What follows belongs to an exercise in optimizing a design on an open flow for small area; a production flow would make more cautious choices.
The RTL was checked by simulation tests, not by an equivalence proof against the original design.
Power and IR drop assume default switching activity. No driver is modelled on the clock port, so clocking that relies on it looks cheaper here than on a real chip.

P:
==> flow/design.v <==
module uart_rx #(parameter CLK_FREQ = 50000000, parameter BAUD_RATE = 9600)(
    input  wire       clk, rst_n, rx,
    output reg  [7:0] data,
    output wire       done
);
    localparam integer CLKS_PER_BIT = CLK_FREQ / BAUD_RATE;
    localparam integer HALF_BIT = CLKS_PER_BIT / 2;
    localparam IDLE=0, START=1, DATA=2, STOP=3;
    reg       rx_sync, rx_reg;
    reg [1:0] state;
    reg [5:0] cnt;
    reg [2:0] bit_index;
    wire last = (cnt == CLKS_PER_BIT-1);
    assign done = (state == STOP) && last;
    always @(posedge clk) begin
        rx_sync <= rx;
        rx_reg  <= rx_sync;
    end
    always @(posedge clk) begin
        if (state == DATA && last) data <= {rx_reg, data[7:1]};
    end
    always @(posedge clk or negedge rst_n) begin
        if (!rst_n) begin
            state <= IDLE;
            bit_index <= 0;
        end else begin
            case (state)
                IDLE:  if (!rx_reg) state <= START;
                START: if (cnt == HALF_BIT) state <= rx_reg ? IDLE : DATA;
                DATA:  if (last) begin
                           bit_index <= bit_index + 1;
                           if (bit_index == 7) state <= STOP;
                       end
                STOP:  if (last) state <= IDLE;
            endcase
        end
    end
    always @(posedge clk) begin
        if (state == IDLE || (state == START && cnt == HALF_BIT) || last) cnt <= 0;
        else cnt <= cnt + 1;
    end
endmodule
module uart_tx #(parameter CLK_FREQ = 50000000, parameter BAUD_RATE = 9600)(
    input  wire       clk, rst_n,
    output wire       tx,
    input  wire [7:0] data,
    input  wire       start,
    output wire       idle
);
    localparam integer CLKS_PER_BIT = CLK_FREQ / BAUD_RATE;
    reg [5:0] cnt;
    reg [3:0] bit_index;    
    wire last = (cnt == CLKS_PER_BIT-1);
    assign idle = (bit_index == 10);
    assign tx = !(bit_index == 1 || (bit_index >= 2 && bit_index <= 9 && !data[bit_index-2]));
    always @(posedge clk or negedge rst_n) begin
        if (!rst_n) bit_index <= 10;
        else if (start) bit_index <= 15;
        else if (bit_index == 15) bit_index <= 0;
        else if (bit_index != 10 && last) bit_index <= bit_index + 1;
    end
    always @(posedge clk) begin
        if (bit_index == 15 || last) cnt <= 0;
        else cnt <= cnt + 1;
    end
endmodule
module uart_caesar_decoder (
    input  wire       clk,         
    input  wire       rst_n,       
    input  wire       uart_rx,     
    output wire       uart_tx,     
    output wire [3:0] leds         
);
    parameter CLK_FREQ  = 50000000;  
    parameter BAUD_RATE = 1000000;
    wire [7:0] rx_data;
    wire       rx_done;
    wire       tx_idle;
    reg  [7:0] tx_data;
    wire       issue;
    uart_rx #(.CLK_FREQ(CLK_FREQ), .BAUD_RATE(BAUD_RATE)) uart_receiver (
        .clk(clk), .rst_n(rst_n), .rx(uart_rx), .data(rx_data), .done(rx_done));
    uart_tx #(.CLK_FREQ(CLK_FREQ), .BAUD_RATE(BAUD_RATE)) uart_transmitter (
        .clk(clk), .rst_n(rst_n), .tx(uart_tx), .data(tx_data), .start(issue), .idle(tx_idle));
    localparam S_WAIT_SHIFT = 0;
    localparam S_WAIT_MSG   = 1;
    localparam S_DECODE     = 2;
    localparam S_SEND       = 3;
    reg  [1:0] state;
    reg        avail;         
    reg  [7:0] shift;
    reg  [6:0] msg_len;
    reg  [6:0] index;
    reg        overflow_flag;
    reg        active;        
    reg [21:0] blink;
    always @(posedge clk or negedge rst_n)
        if (!rst_n) blink <= 22'h3fffff;
        else        blink <= blink + 1;
    assign leds = active ? (4'b0001 << blink[21:20]) : 4'b0000;
    reg  [511:0] ring;
    wire         slot = (blink[5:0] == index[5:0]);
    wire [4:0] low   = rx_data[4:0];
    wire       alpha = (rx_data[7:6] == 2'b01) && (low != 0) && (low <= 26);
    wire [7:0] dec   = alpha ? (rx_data - shift + ((low <= shift) ? 8'd26 : 8'd0)) : rx_data;
    wire is_digit = (rx_data >= "0" && rx_data <= "9");
    wire newline  = (rx_data == 8'h0A);
    wire write = (state == S_WAIT_MSG) && avail && !newline && !msg_len[6] && slot;
    wire take  = ((state == S_WAIT_SHIFT) && avail) ||
                 ((state == S_WAIT_MSG) && avail && (newline || msg_len[6] || slot));
    assign issue = (state == S_SEND) && tx_idle;
    always @(posedge clk)
        ring <= {ring[503:0], write ? dec : ring[511:504]};
    always @(posedge clk or negedge rst_n) begin
        if (!rst_n) begin
            state  <= S_WAIT_SHIFT;
            avail  <= 0;
            active <= 0;
        end else begin
            active <= (state != S_WAIT_SHIFT);
            if (take) avail <= 0;
            else if (rx_done) avail <= 1;
            case (state)
                S_WAIT_SHIFT: if (avail) state <= S_WAIT_MSG;
                S_WAIT_MSG:   if (avail && newline) state <= S_DECODE;
                S_DECODE:     if (overflow_flag || index == msg_len) state <= S_SEND;
                S_SEND:       if (tx_idle && (overflow_flag ? index != 0 : index == msg_len))
                                  state <= S_WAIT_SHIFT;
            endcase
        end
    end
    always @(posedge clk) begin
        if (rx_done && (state == S_DECODE || state == S_SEND || (state == S_WAIT_SHIFT && !avail)))
            shift <= is_digit ? {4'd0, rx_data[3:0]} : rx_data;
        case (state)
            S_WAIT_SHIFT: begin
                msg_len <= 0;
                index <= 0;
                overflow_flag <= 0;
            end
            S_WAIT_MSG: begin
                if (avail) begin
                    if (newline) index <= 0;
                    else if (msg_len[6]) overflow_flag <= 1;
                    else if (slot) begin
                        msg_len <= msg_len + 1;
                        index <= index + 1;
                    end
                end
            end
            S_DECODE: begin
                if (overflow_flag || index == msg_len) index <= 0;
                else index <= index + 1;
            end
            S_SEND: begin
                if (tx_idle) begin
                    if (overflow_flag) index <= 1;
                    else if (index != msg_len) index <= index + 1;
                end
            end
        endcase
        if (issue) begin
            if (overflow_flag) tx_data <= (index == 0) ? "!" : 8'h0A;
            else if (index == msg_len) tx_data <= 8'h0A;
        end else if (state == S_SEND && !overflow_flag && index != 0 && slot)
            tx_data <= ring[7:0];
    end
endmodule
Settings: LEC_CHECK=0, CAP_MARGIN=30, CORE_MARGIN=2, CORE_UTILIZATION=60, CTS_CLUSTER_DIAMETER=100, CTS_CLUSTER_SIZE=30, PLACE_DENSITY=0.8, SLEW_MARGIN=20; clock period 20.0 ns.
run.sh (not shown) runs the stock make flow with config.mk's settings and CLKGATE_MAP_FILE= SYNTH_SCRIPT=/design/flow/synth_recipe.tcl, a recipe that flattens the netlist after the stock synthesis.
P went all the way through synthesis, placement and routing and the layout is clean on timing, DRC and antenna.
The following lists how Q was set up differently from P:
Settings: CTS_CLUSTER_SIZE no longer set, was 30; PLACE_DENSITY no longer set, was 0.8; CTS_CLUSTER_DIAMETER no longer set, was 100; CTS_BUF_LIST now sky130_fd_sc_hd__clkbuf_8, previously not set; CORE_UTILIZATION now 30, was 60.
==> results.txt <==
Q ended with every stage complete and zero timing, DRC or antenna violations. In summary, P completed successfully, with a layout that passed the timing, design-rule and antenna checks. On CTS clock-pin slew for the worst setup and hold paths: between P and Q, it ends up higher for P. The final reports for Q and P show combinational group share of total power lower in the former. In Q, routed length per instance is lower than in P. Q vs P — core utilization dropped 30 points. Comparing P and Q, the higher stage delay of the slowest cell on the critical path is on P. Against P, Q comes in 0.084 ns lower on slack of the critical path. In the tables for P and Q, count of H-tree levels built during CTS reads lower with P. Between P and Q, power density relative to cell area is higher for Q, P comes in under that. Post-route total power for Q: 21% up relative to P.
What R does differently from Q at the input level:
Settings: CTS_BUF_LIST removed (was sky130_fd_sc_hd__clkbuf_8).
==> flow/flow/run.sh (new file) <==
#!/bin/bash
# Own layout flow: the standard synthesis, then the combinational logic is
# re-mapped with a stronger ABC script (every register instance is kept as
# it is), then the standard layout with custom clock-tree options.
set -euo pipefail
W=$(pwd)
F=$W/flow
R=$W/orfs/results/$FLOW_PLATFORM/uart_caesar_decoder/base
PLAT=$FLOW_HOME/platforms/$FLOW_PLATFORM
LIB=$PLAT/lib/sky130_fd_sc_hd__tt_025C_1v80.lib

# 1. standard synthesis
bash standard.sh synth > $W/log_1_synth.log 2>&1

# 2. re-map the combinational logic; flip-flops stay as they are
cp $R/1_2_yosys.v $W/std_1_2_yosys.v
DU=$(sed -n '/DONT_USE_CELLS/,/^$/p' $PLAT/config.mk | grep -o 'sky130_fd_sc_hd__[a-z0-9_]*' | sed 's/^/-dont_use /' | tr '\n' ' ')
yosys -l $W/log_2_resyn.log -p "
read_liberty -ignore_miss_func $LIB
blackbox sky130_fd_sc_hd__df* sky130_fd_sc_hd__edf* sky130_fd_sc_hd__sdf* sky130_fd_sc_hd__dl*
read_verilog $W/std_1_2_yosys.v
hierarchy -top $FLOW_TOP
flatten
opt -purge
abc -liberty $LIB $DU -script $F/resyn.abc
opt_clean -purge
hilomap -singleton -hicell sky130_fd_sc_hd__conb_1 HI -locell sky130_fd_sc_hd__conb_1 LO
opt_clean -purge
tee -o $W/resyn_stat.txt stat -liberty $LIB
write_verilog -noattr -nohex -nodec $W/resyn_1_2_yosys.v
" > /dev/null
cp $W/resyn_1_2_yosys.v $R/1_2_yosys.v
rm -f $R/1_synth.odb $R/1_synth.sdc

# 3. layout
export CTS_ARGS="${CTS_ARGS_OVERRIDE:--sink_clustering_enable -repair_clock_nets -sink_clustering_size 30 -sink_clustering_max_diameter 100 -dont_use_dummy_load}"
bash standard.sh finish > $W/log_3_layout.log 2>&1
==> flow/flow/resyn.abc (new file) <==
strash
dc2
dch -f
amap -m
topo
==> flow/standard.sh (new file) <==
#!/bin/bash
# synth_recipe.tcl (not shown) runs the flow's synth.tcl, then flattens the netlist and writes it again
# the make line also repeats each setting of config.mk as NAME=value (left out here)
make -C /OpenROAD-flow-scripts/flow DESIGN_CONFIG=/design/flow/config.mk WORK_HOME=/design/flow/orfs CLKGATE_MAP_FILE= SYNTH_SCRIPT=/design/flow/synth_recipe.tcl "${@:-finish}"
removed: flow/run.sh
[summary]
- Where post-layout instance area is concerned, Q is outperformed by R.
- Achievable frequency deteriorates in R relative to Q.
- R drops fewer vias than Q.
- Diff Q -> R: TritonCTS buffer count decreased about 70%, clock skew increased 0.016 ns, total power decreased about 19%, setup slack of the critical path after layout decreased 0.078 ns.
What S does differently from R at the input level:
Settings: a change of CORE_UTILIZATION from 30 to 60; an added PLACE_DENSITY of 0.8.
==> flow/run.sh (new file) <==
#!/bin/bash
# synth_recipe.tcl (not shown) runs the flow's synth.tcl, then flattens the netlist and writes it again
# the make line also repeats each setting of config.mk as NAME=value (left out here)
make -C /OpenROAD-flow-scripts/flow DESIGN_CONFIG=/design/flow/config.mk WORK_HOME=/design/flow/orfs CLKGATE_MAP_FILE= SYNTH_SCRIPT=/design/flow/synth_recipe.tcl finish
removed: flow/flow/run.sh
removed: flow/flow/resyn.abc
removed: flow/standard.sh
Findings:
Of S and R, it is S that has the higher clock-cell share of area.
S against R: met3 track utilization from global routing higher; design area higher; combinational power share lower; wire length of the first global-routing pass higher; total die area lower.
Comparing S and R, clock share of power is higher on S.
According to the power report, total power for S is higher than for R.
Every stage of the flow completed for S, and the final layout passed the timing, design-rule and antenna checks.

-- static timing again, ports no longer ideal --
How much do the figures lean on ideal ports? The routed layouts below were timed once more, with nothing changed but the port constraints. Step 1, drivers: a clkbuf_16 drives clk and a buf_2 each remaining input, both assumed. Step 2 times the ports against the registers' clock, not the clock port: input delays grow and output delays shrink by t, the midpoint of the rising clock arrivals with the driver on. Slacks: ideal / step 1 / step 2; pairs: ideal / step 1.
| run | shift t [ns] | setup WS [ns] | worst setup path after step 2 | worst data-port slew with drivers (ns) |
|---|---|---|---|---|
| P | 0.586 | 13.159 / 13.113 / 13.699 | register to output | 0.03 |
| Q | 0.652 | 13.075 / 13.028 / 13.680 | register to output | 0.03 |
| R | 0.580 | 12.998 / 12.947 / 13.526 | register to output | 0.03 |
| S | 0.595 | 13.155 / 13.109 / 13.704 | register to output | 0.03 |
After both steps setup and hold are still met in every run listed.
